Source: an optimization exercise on an open RTL-to-GDS flow (aim: small area and a short achievable clock period). Production flows keep margins and buffers that such runs may drop. Only simulation tests tie the RTL to the original design; equivalence was not proved. Power figures rest on the tool's default switching activity, not on a simulated workload.

// Tensor_Crossbar_Array_4m4n4k
module Tensor_Crossbar_Array_4m4n4k(
    input wire clk,
    input wire rst,
    input wire start,
    input wire [15:0] cin_M_0, input wire [15:0] cin_M_1,
    input wire [15:0] cin_M_2, input wire [15:0] cin_M_3,
    input wire [15:0] cin_N_0, input wire [15:0] cin_N_1,
    input wire [15:0] cin_N_2, input wire [15:0] cin_N_3,
    input wire [15:0] cin_K_0, input wire [15:0] cin_K_1,
    input wire [15:0] cin_K_2, input wire [15:0] cin_K_3,
    output wire [15:0] data_out_col_0,
    output wire [15:0] data_out_col_1,
    output wire [15:0] data_out_col_2,
    output wire [15:0] data_out_col_3
);
Size: about 1700 cells after synthesis, ~370 flip-flops, about 260 I/O pins, roughly 18000 um^2 of cells after synthesis.
clock: 5.0 ns
lec_check: 0
cap_margin: 20
core_margin: 2
core_utilization: 60
cts_buf_list: sky130_fd_sc_hd__clkbuf_16
cts_cluster_diameter: 80
cts_cluster_size: 24
setup_slack_margin: 2.7
slew_margin: 20
standard.sh (not shown) runs the stock make flow with config.mk's settings and CLKGATE_MAP_FILE= SYNTH_SCRIPT=/design/flow/synth_recipe.tcl, a recipe that flattens the netlist after the stock synthesis.
==> flow/flow/run.sh <==
#!/bin/bash
# Standard layout, with the port buffers made from the smallest plain buffer
# (buf_1) instead of the delay buffer buffer_ports picks on its own, and with
# the resizer free to change a cell's footprint when it resizes it.
set -o pipefail
cp standard.sh standard_sh.txt
export BUFFER_PORTS_ARGS="-buffer_cell sky130_fd_sc_hd__buf_1"
bash standard.sh MATCH_CELL_FOOTPRINT=0 finish > standard_flow.log 2>&1
The first run went through all stages and came out clean.
Next try:
==> flow/flow/run.sh (replaced) <==
#!/bin/bash
# Standard layout, with the port buffers made from the smallest plain buffer
# (buf_1) instead of the delay buffer buffer_ports picks on its own.
set -o pipefail
cp standard.sh standard_sh.txt
export BUFFER_PORTS_ARGS="-buffer_cell sky130_fd_sc_hd__buf_1"
bash standard.sh > standard_flow.log 2>&1
- CTS_BUF_LIST: sky130_fd_sc_hd__clkbuf_16 -> sky130_fd_sc_hd__clkbuf_4
- CTS_CLUSTER_DIAMETER: 80 -> not set
- CTS_CLUSTER_SIZE: 24 -> not set
The new run completed without violations.
Die area does not change.
Routed wire length came out higher by 2.1%.
Area after synthesis does not change.
Design area came out higher by 3.9%.
Sequential cell count does not change.
Utilization came out higher by 2.6 points.
Setup slack loses 0.0076 ns.
Power came out higher by 8.3%.
Next try:
==> flow/flow/run.sh (replaced) <==
#!/bin/bash
# Standard layout, with the port buffers made from the smallest plain buffer
# (buf_1) instead of the delay buffer buffer_ports picks on its own, and with
# the resizer free to change a cell's footprint when it resizes it.
set -o pipefail
cp standard.sh standard_sh.txt
export BUFFER_PORTS_ARGS="-buffer_cell sky130_fd_sc_hd__buf_1"
bash standard.sh MATCH_CELL_FOOTPRINT=0 finish > standard_flow.log 2>&1
- CTS_BUF_LIST: sky130_fd_sc_hd__clkbuf_4 -> sky130_fd_sc_hd__clkbuf_16
- CTS_CLUSTER_DIAMETER: not set -> 100
- CTS_CLUSTER_SIZE: not set -> 30
Outcome:
- synthesized cell count is unchanged
- non-clock buffer count rises by 1
- count of clock-buffer cells in the layout falls by 138
- clock skew falls by 0.038 ns
- power falls by a little under a tenth
- final cell count falls by a few percent
- register-to-register slack got worse by 0.02 ns
- critical path depth rises by 4
- cell area falls by a few percent
- worst setup slack got worse by 0.0038 ns
Next try:
==> flow/run.sh (new file) <==
#!/bin/bash
# synth_recipe.tcl (not shown) runs the flow's synth.tcl, then flattens the netlist and writes it again
# the make line also repeats each setting of config.mk as NAME=value (left out here)
make -C /OpenROAD-flow-scripts/flow DESIGN_CONFIG=/design/flow/config.mk WORK_HOME=/design/flow/orfs CLKGATE_MAP_FILE= SYNTH_SCRIPT=/design/flow/synth_recipe.tcl finish
- CORE_UTILIZATION: 60 -> 40
- CTS_BUF_LIST: sky130_fd_sc_hd__clkbuf_16 -> not set
- CTS_CLUSTER_DIAMETER: 100 -> not set
- CTS_CLUSTER_SIZE: 30 -> not set
- SETUP_SLACK_MARGIN: 2.7 -> 3.0
removed: flow/flow/run.sh
removed: flow/standard.sh
=>
- via count increases by 1.1%
- cell count grows by 13%
- wire length climbs by 13%
- worst hold slack loses 0.012 ns
- cell area climbs by 19%
Next try:
==> flow/flow/run.sh (new file) <==
#!/bin/bash
# Standard layout, with the port buffers made from the smallest plain buffer
# (buf_1) instead of the delay buffer buffer_ports picks on its own.
set -o pipefail
cp standard.sh standard_sh.txt
export BUFFER_PORTS_ARGS="-buffer_cell sky130_fd_sc_hd__buf_1"
bash standard.sh > standard_flow.log 2>&1
==> flow/standard.sh (new file) <==
#!/bin/bash
# synth_recipe.tcl (not shown) runs the flow's synth.tcl, then flattens the netlist and writes it again
# the make line also repeats each setting of config.mk as NAME=value (left out here)
make -C /OpenROAD-flow-scripts/flow DESIGN_CONFIG=/design/flow/config.mk WORK_HOME=/design/flow/orfs CLKGATE_MAP_FILE= SYNTH_SCRIPT=/design/flow/synth_recipe.tcl "${@:-finish}"
- CAP_MARGIN: 20 -> 10
- CORE_UTILIZATION: 40 -> 60
- CTS_BUF_LIST: not set -> sky130_fd_sc_hd__clkbuf_8
- SETUP_SLACK_MARGIN: 3.0 -> 2.7
- SLEW_MARGIN: 20 -> 10
- TNS_END_PERCENT: not set -> 5
removed: flow/run.sh
Via count barely changes; critical path depth goes up by 1; routed wire length is lower by roughly a tenth; clock skew barely changes; synthesized area is unchanged; core utilization went up by 16 points; worst setup slack is worse by 0.19 ns.
Next try:
==> flow/flow/run.sh (replaced) <==
#!/bin/bash
# Standard layout, with the port buffers made from the smallest plain buffer
# (buf_1) instead of the delay buffer buffer_ports picks on its own, and with
# the resizer free to change a cell's footprint when it resizes it.
set -o pipefail
cp standard.sh standard_sh.txt
export BUFFER_PORTS_ARGS="-buffer_cell sky130_fd_sc_hd__buf_1"
bash standard.sh MATCH_CELL_FOOTPRINT=0 finish > standard_flow.log 2>&1
- CAP_MARGIN: 10 -> 20
- CORE_UTILIZATION: 60 -> 68
- CTS_BUF_LIST: sky130_fd_sc_hd__clkbuf_8 -> sky130_fd_sc_hd__clkbuf_16
- CTS_CLUSTER_DIAMETER: not set -> 80
- CTS_CLUSTER_SIZE: not set -> 24
- SLEW_MARGIN: 10 -> 20
- TNS_END_PERCENT: 5 -> not set
The new run went through all stages and came out clean; cell area goes down by 3.1%; via count goes down by 0.91%; setup slack gains 0.18 ns; global-route usage goes up by 1.6 points; total power goes down by 6.9%; maximum frequency goes up by 7.7%; wire length goes down by 4.9%; non-clock buffer count goes down by 10; sequential power is about the same; synthesized area does not change.

separate check: timing with driven ports:
The flow's constraints put no driver on any port. The routed layouts listed below were extracted and timed again, unchanged, in two steps.
Step 1 (the two cells are an assumption about what drives the block):
set clk [get_ports {clk}]
set_driving_cell -lib_cell sky130_fd_sc_hd__clkbuf_16 $clk
set_driving_cell -lib_cell sky130_fd_sc_hd__buf_2 [delete_from_list [all_inputs] $clk]
Step 2 adds t to the input delays and takes it off the output delays; t is the mean of the earliest and latest rising clock arrival at the registers after step 1. Input paths then give back, and output paths get back, about the clock's delay inside the block.
Three values: no drivers, after step 1, after step 2; two values: the first two.
run | t (ns) | setup WS [ns] | hold WS [ns] | worst register clock-pin slew, ns | worst data-port slew with drivers (ns)
the first run | 0.583 | 2.729 / 2.729 / 2.465 | 0.337 / 0.337 / 0.337 | 0.10 / 0.10 | 0.07
the second run | 0.762 | 2.722 / 2.672 / 2.458 | 0.329 / 0.329 / 0.329 | 0.07 / 0.07 | 0.07
the third run | 0.578 | 2.718 / 2.718 / 2.474 | 0.339 / 0.339 / 0.339 | 0.12 / 0.12 | 0.06
the fourth run | 0.617 | 2.739 / 2.739 / 2.457 | 0.327 / 0.327 / 0.327 | 0.06 / 0.06 | 0.07
the fifth run | 0.647 | 2.544 / 2.544 / 2.463 | 0.328 / 0.328 / 0.328 | 0.07 / 0.07 | 0.07
the sixth run | 0.582 | 2.720 / 2.669 / 2.466 | 0.336 / 0.336 / 0.336 | 0.10 / 0.10 | 0.04
After both steps setup and hold are still met in every run listed. The setup slack of the fourth run, which loses most, moves by 0.000 ns with the drivers and by -0.282 ns with both steps.
